From an optimization exercise on the open Yosys and OpenROAD flow, aimed at small area; shortcuts taken in it are not production practice.
The RTL was checked by simulation tests, not by an equivalence proof against the original design.

==> inputs of v15 <==
==> flow/design.v <==
`timescale 1ns / 1ps
module Top_basys3(
  input  logic        clk,
  input  logic        btnC,
  input  logic        btnU,
  input  logic [2:0]  sw,
  output logic [3:0]  an,
  output logic [6:0]  seg,
  output logic        dp
);
  logic       rst;
  assign rst = btnC;
  logic [6:0] p;
  logic [2:0] r;
  logic [3:0] q;
  logic       r4, q14, p_hi, tick, mtick;
  assign r4    = r[2];                     
  assign q14   = q[3] & q[2] & q[1];       
  assign p_hi  = &p[5:1];                  
  assign tick  = p_hi & p[0] & ~p[6];      
  assign mtick = (&p[4:0]) & r4 & q14;     
  always_ff @(posedge clk) begin
    if (rst) begin
      p <= '0;
      r <= '0;
      q <= '0;
    end else begin
      p <= p + 7'd1;
      r <= r4 ? 3'd0 : r + 3'd1;
      if (r4) q <= q14 ? 4'd0 : q + 4'd1;
    end
  end
  logic [3:0] mu, hu;
  logic [2:0] md;
  logic [1:0] hd;
  logic       mu9, md5, hu9, h23;
  assign mu9 = mu[3] & mu[0];
  assign md5 = md[2] & md[0];
  assign hu9 = hu[3] & hu[0];
  assign h23 = hd[1] & hu[1] & hu[0];
  always_ff @(posedge clk) begin
    if (rst) begin
      mu <= '0; md <= '0; hu <= '0; hd <= '0;
    end else if (mtick) begin
      if (mu9) begin
        mu <= '0;
        if (md5) begin
          md <= '0;
          if (h23) begin
            hu <= '0; hd <= '0;
          end else if (hu9) begin
            hu <= '0; hd <= hd + 2'd1;
          end else begin
            hu <= hu + 4'd1;
          end
        end else begin
          md <= md + 3'd1;
        end
      end else begin
        mu <= mu + 4'd1;
      end
    end
  end
  logic [1:0] m1;
  logic       V1;
  logic [1:0] D1;
  assign V1 = m1[1] & m1[0];
  assign D1 = {V1, m1[1] & ~m1[0]};
  logic [1:0] m2, tal;
  logic       go, C;
  assign C  = sw[2];
  assign go = ~sw[0] & V1 & C;
  always_comb begin
    case (m2)
      2'd0: tal = go ? 2'd1 : 2'd0;
      2'd1: tal = go ? 2'd2 : 2'd1;
      2'd2: tal = C  ? 2'd2 : 2'd3;
      2'd3: tal = C  ? 2'd3 : 2'd0;
    endcase
  end
  always_ff @(posedge clk) begin
    if (rst) begin
      m1 <= 2'd0;
      m2 <= 2'd0;
    end else if (tick) begin
      case (m1)
        2'd0: if (sw[0]) m1 <= 2'd1;
        2'd1: if (sw[1]) m1 <= 2'd2;
        2'd2: if (sw[1]) m1 <= 2'd3;
        default: ;
      endcase
      m2 <= tal;
    end
  end
  logic sync0, sync1, sat, stable, dly, pulse, show_clock;
  always_ff @(posedge clk) begin
    sync0 <= btnU;
    sync1 <= sync0;
    dly   <= stable;
    if (rst) begin
      sat        <= 1'b0;
      stable     <= 1'b0;
      pulse      <= 1'b0;
      show_clock <= 1'b0;
    end else begin
      sat        <= sat | p_hi;           
      stable     <= sat & sync1;
      pulse      <= stable & ~dly;
      show_clock <= show_clock ^ pulse;
    end
  end
  logic [1:0] f;
  assign f = p[1:0] - r[1:0];
  logic [3:0] v;
  always_comb begin
    case (f)
      2'd0: v = show_clock ? mu           : {2'b00, D1};
      2'd1: v = show_clock ? {1'b0, md}   : 4'hF;
      2'd2: v = show_clock ? hu           : 4'hF;
      2'd3: v = show_clock ? {2'b00, hd}  : {2'b00, tal};
    endcase
  end
  always_comb begin
    case (f)
      2'd0: an = 4'b1110;
      2'd1: an = 4'b1101;
      2'd2: an = 4'b1011;
      2'd3: an = 4'b0111;
    endcase
  end
  always_comb begin
    case (v)
      4'd0: seg = 7'b1000000;
      4'd1: seg = 7'b1111001;
      4'd2: seg = 7'b0100100;
      4'd3: seg = 7'b0110000;
      4'd4: seg = 7'b0011001;
      4'd5: seg = 7'b0010010;
      4'd6: seg = 7'b0000010;
      4'd7: seg = 7'b1111000;
      4'd8: seg = 7'b0000000;
      4'd9: seg = 7'b0010000;
      default: seg = 7'b1111111;
    endcase
  end
  assign dp = 1'b1;
endmodule
==> flow/flow/run.sh <==
#!/bin/bash
# Own flow: the standard synthesis, then an area re-mapping of its
# combinational logic (registers untouched, several ABC runs, smallest
# kept), then the standard layout with minimum-size port buffers and a
# small clock tree without dummy loads.
set -euo pipefail
HERE=$PWD
RES=$HERE/orfs/results/$FLOW_PLATFORM/Top_basys3/base
LIB=$FLOW_HOME/platforms/$FLOW_PLATFORM/lib/sky130_fd_sc_hd__tt_025C_1v80.lib
YOSYS=$(command -v yosys || echo $FLOW_HOME/../tools/install/yosys/bin/yosys)

bash standard.sh $RES/1_2_yosys.v > $HERE/std_synth.log 2>&1
cp $RES/1_2_yosys.v $HERE/std_netlist.v

mkdir -p $HERE/reopt
run_one() {
  local n=$1 script=$2
  echo "$script" > $HERE/reopt/r$n.abc
  sed -e "s|LIBFILE|$LIB|g" -e "s|NETIN|$HERE/std_netlist.v|" -e "s|NETOUT|$HERE/reopt/r$n.v|" \
      -e "s|ABCSCRIPT|$HERE/reopt/r$n.abc|" -e "s|AREAFILE|$HERE/reopt/r$n.area|" \
      flow/reopt.ys > $HERE/reopt/r$n.ys
  timeout 600 $YOSYS -s $HERE/reopt/r$n.ys > $HERE/reopt/r$n.log 2>&1 || true
}
i=0
for S in 1 2 3 4; do
  for M in "amap" "map -a"; do
    i=$((i+1))
    run_one $i "strash; &get -n; &deepsyn -T 20 -S $S; &put; dch -f; $M" &
    if (( i % 4 == 0 )); then wait; fi
  done
done
wait
best=""; bestA=1e18
for a in $HERE/reopt/r*.area; do
  A=$(grep -oP "Chip area for module .*: \K[0-9.]+" $a || true)
  [[ -z "$A" ]] && continue
  if python3 -c "import sys; sys.exit(0 if $A < $bestA else 1)"; then bestA=$A; best=${a%.area}.v; fi
done
echo "best: $best $bestA" | tee $HERE/reopt/choice.txt
[[ -n "$best" ]] || exit 1
cp $best $RES/1_2_yosys.v
touch $RES/1_2_yosys.v $RES/1_2_yosys.sdc
bash standard.sh "BUFFER_PORTS_ARGS=-buffer_cell sky130_fd_sc_hd__buf_1" \
  "CTS_ARGS=-buf_list sky130_fd_sc_hd__clkbuf_4 -sink_clustering_enable -sink_clustering_size 20 -sink_clustering_max_diameter 300 -dont_use_dummy_load -repair_clock_nets" \
  finish > $HERE/std_layout.log 2>&1
==> flow/flow/reopt.ys <==
# Re-map the combinational logic of the standard synthesis for area.
# The flip-flops are kept as black boxes, so every register keeps its
# instance name and cell type.
read_liberty -ignore_miss_func LIBFILE
blackbox sky130_fd_sc_hd__dfxtp_1
read_verilog NETIN
hierarchy -top Top_basys3
flatten
opt -full
abc -liberty LIBFILE -dont_use sky130_fd_sc_hd__probe* -dont_use sky130_fd_sc_hd__lpflow* -script ABCSCRIPT
opt_clean -purge
hilomap -singleton -hicell sky130_fd_sc_hd__conb_1 HI -locell sky130_fd_sc_hd__conb_1 LO
splitnets
opt_clean -purge
hierarchy -top Top_basys3
tee -o AREAFILE stat -liberty LIBFILE
write_verilog -noattr -nohex -nodec NETOUT
==> flow/standard.sh <==
#!/bin/bash
# synth_recipe.tcl (not shown) runs the flow's synth.tcl, then flattens the netlist and writes it again
# the make line also repeats each setting of config.mk as NAME=value (left out here)
make -C /OpenROAD-flow-scripts/flow DESIGN_CONFIG=/design/flow/config.mk WORK_HOME=/design/flow/orfs CLKGATE_MAP_FILE= SYNTH_SCRIPT=/design/flow/synth_recipe.tcl "${@:-finish}"
==> flow/config.mk <==
export PLATFORM = sky130hd
export DESIGN_NAME = Top_basys3
export DESIGN_NICKNAME = Top_basys3
export VERILOG_FILES = /design/flow/design.v
export SDC_FILE = /design/flow/constraint.sdc
export NUM_CORES = 4
export LEC_CHECK = 0
export CAP_MARGIN = 20
export CORE_MARGIN = 2
export CORE_UTILIZATION = 40
export CTS_BUF_LIST = sky130_fd_sc_hd__clkbuf_4
export PLACE_DENSITY = 0.6
export SLEW_MARGIN = 20
==> flow/constraint.sdc <==
create_clock -name core_clock -period 6.0 [get_ports {clk}]
set_input_delay 1.2000 -clock core_clock [delete_from_list [all_inputs] [get_ports {clk}]]
set_output_delay 1.2000 -clock core_clock [all_outputs]
set_load 0.01 [all_outputs]
==> v16: changes against v15 <==
==> flow/run.sh (new file) <==
#!/bin/bash
# synth_recipe.tcl (not shown) runs the flow's synth.tcl, then flattens the netlist and writes it again
# the make line also repeats each setting of config.mk as NAME=value (left out here)
make -C /OpenROAD-flow-scripts/flow DESIGN_CONFIG=/design/flow/config.mk WORK_HOME=/design/flow/orfs CLKGATE_MAP_FILE= SYNTH_SCRIPT=/design/flow/synth_recipe.tcl finish
ABC_AREA = 1   (was unset)
CTS_BUF_LIST = unset   (was sky130_fd_sc_hd__clkbuf_4)
removed: flow/flow/run.sh
removed: flow/flow/reopt.ys
removed: flow/standard.sh
==> flow_metrics.py <==
metrics = {
    "status": {
        "status": "complete, no violations",
    },
    "power_and_ir_drop": {
        "seq-power_mw": 0.260,
        "power_switching_mw": 0.195,
        "peakVddDrop_v": 0.000206,
    },
    "timing": {
        "period_minus_slack_ps": 4690,
    },
    "detailed_routing": {
        "drt-wirelength-per-cell_um": 10.0,
    },
    "synth": {
        "syn_nets": 328,
    },
    "layout": {
        "final_cell_mix": "nand2_1, inv_1, dfxtp_1, nor2_1",
        "final_common_cell": "nand2_1",
    },
    "grt": {
        "grt_usage": 0.145,
    },
}
[end of results for v16]
==> flow_metrics.py <==
metrics = {
    "power_and_ir_drop": {
        "power_switching_mw": 0.128,
    },
    "synth": {
        "syn_nets": 209,
    },
    "layout": {
        "final_common_cell": "nor2_1",
    },
    "status": {
        "status": "complete, no violations",
    },
    "grt": {
        "grt_usage": 0.166,
    },
    "detailed_routing": {
        "drt-wirelength-per-cell_um": 11.4,
    },
}
[end of results for v15]

[afterwards: timing with drivers on the ports]
In the flow no input, the clock included, has a driving cell. The finished layouts below were timed again as built, in two steps. Step 1 sets driving cells, clkbuf_16 on the clock port and buf_2 on the other inputs (assumed; they add their load-dependent delay and slew). Step 2 adds t to the input delays and takes it off the output delays; t is the mean of the earliest and latest rising clock arrival at the registers after step 1. Input paths then give back, and output paths get back, about the clock's delay inside the block. Three values: ideal, step 1, step 2; two values: the first two.
run | shift t [ns] | slack for setup (ns) | hold WS [ns] | worst setup path after step 2
v15 | 0.356 | 1.348 / 1.326 / 1.563 | 0.334 / 0.334 / 0.334 | input to output
v16 | 0.313 | 1.308 / 1.284 / 1.284 | 0.333 / 0.333 / 0.333 | input to output
After both steps every run listed still meets setup and hold. For v16, which loses most, drivers alone change the setup slack by -0.024 ns; drivers and shift together by -0.024 ns.
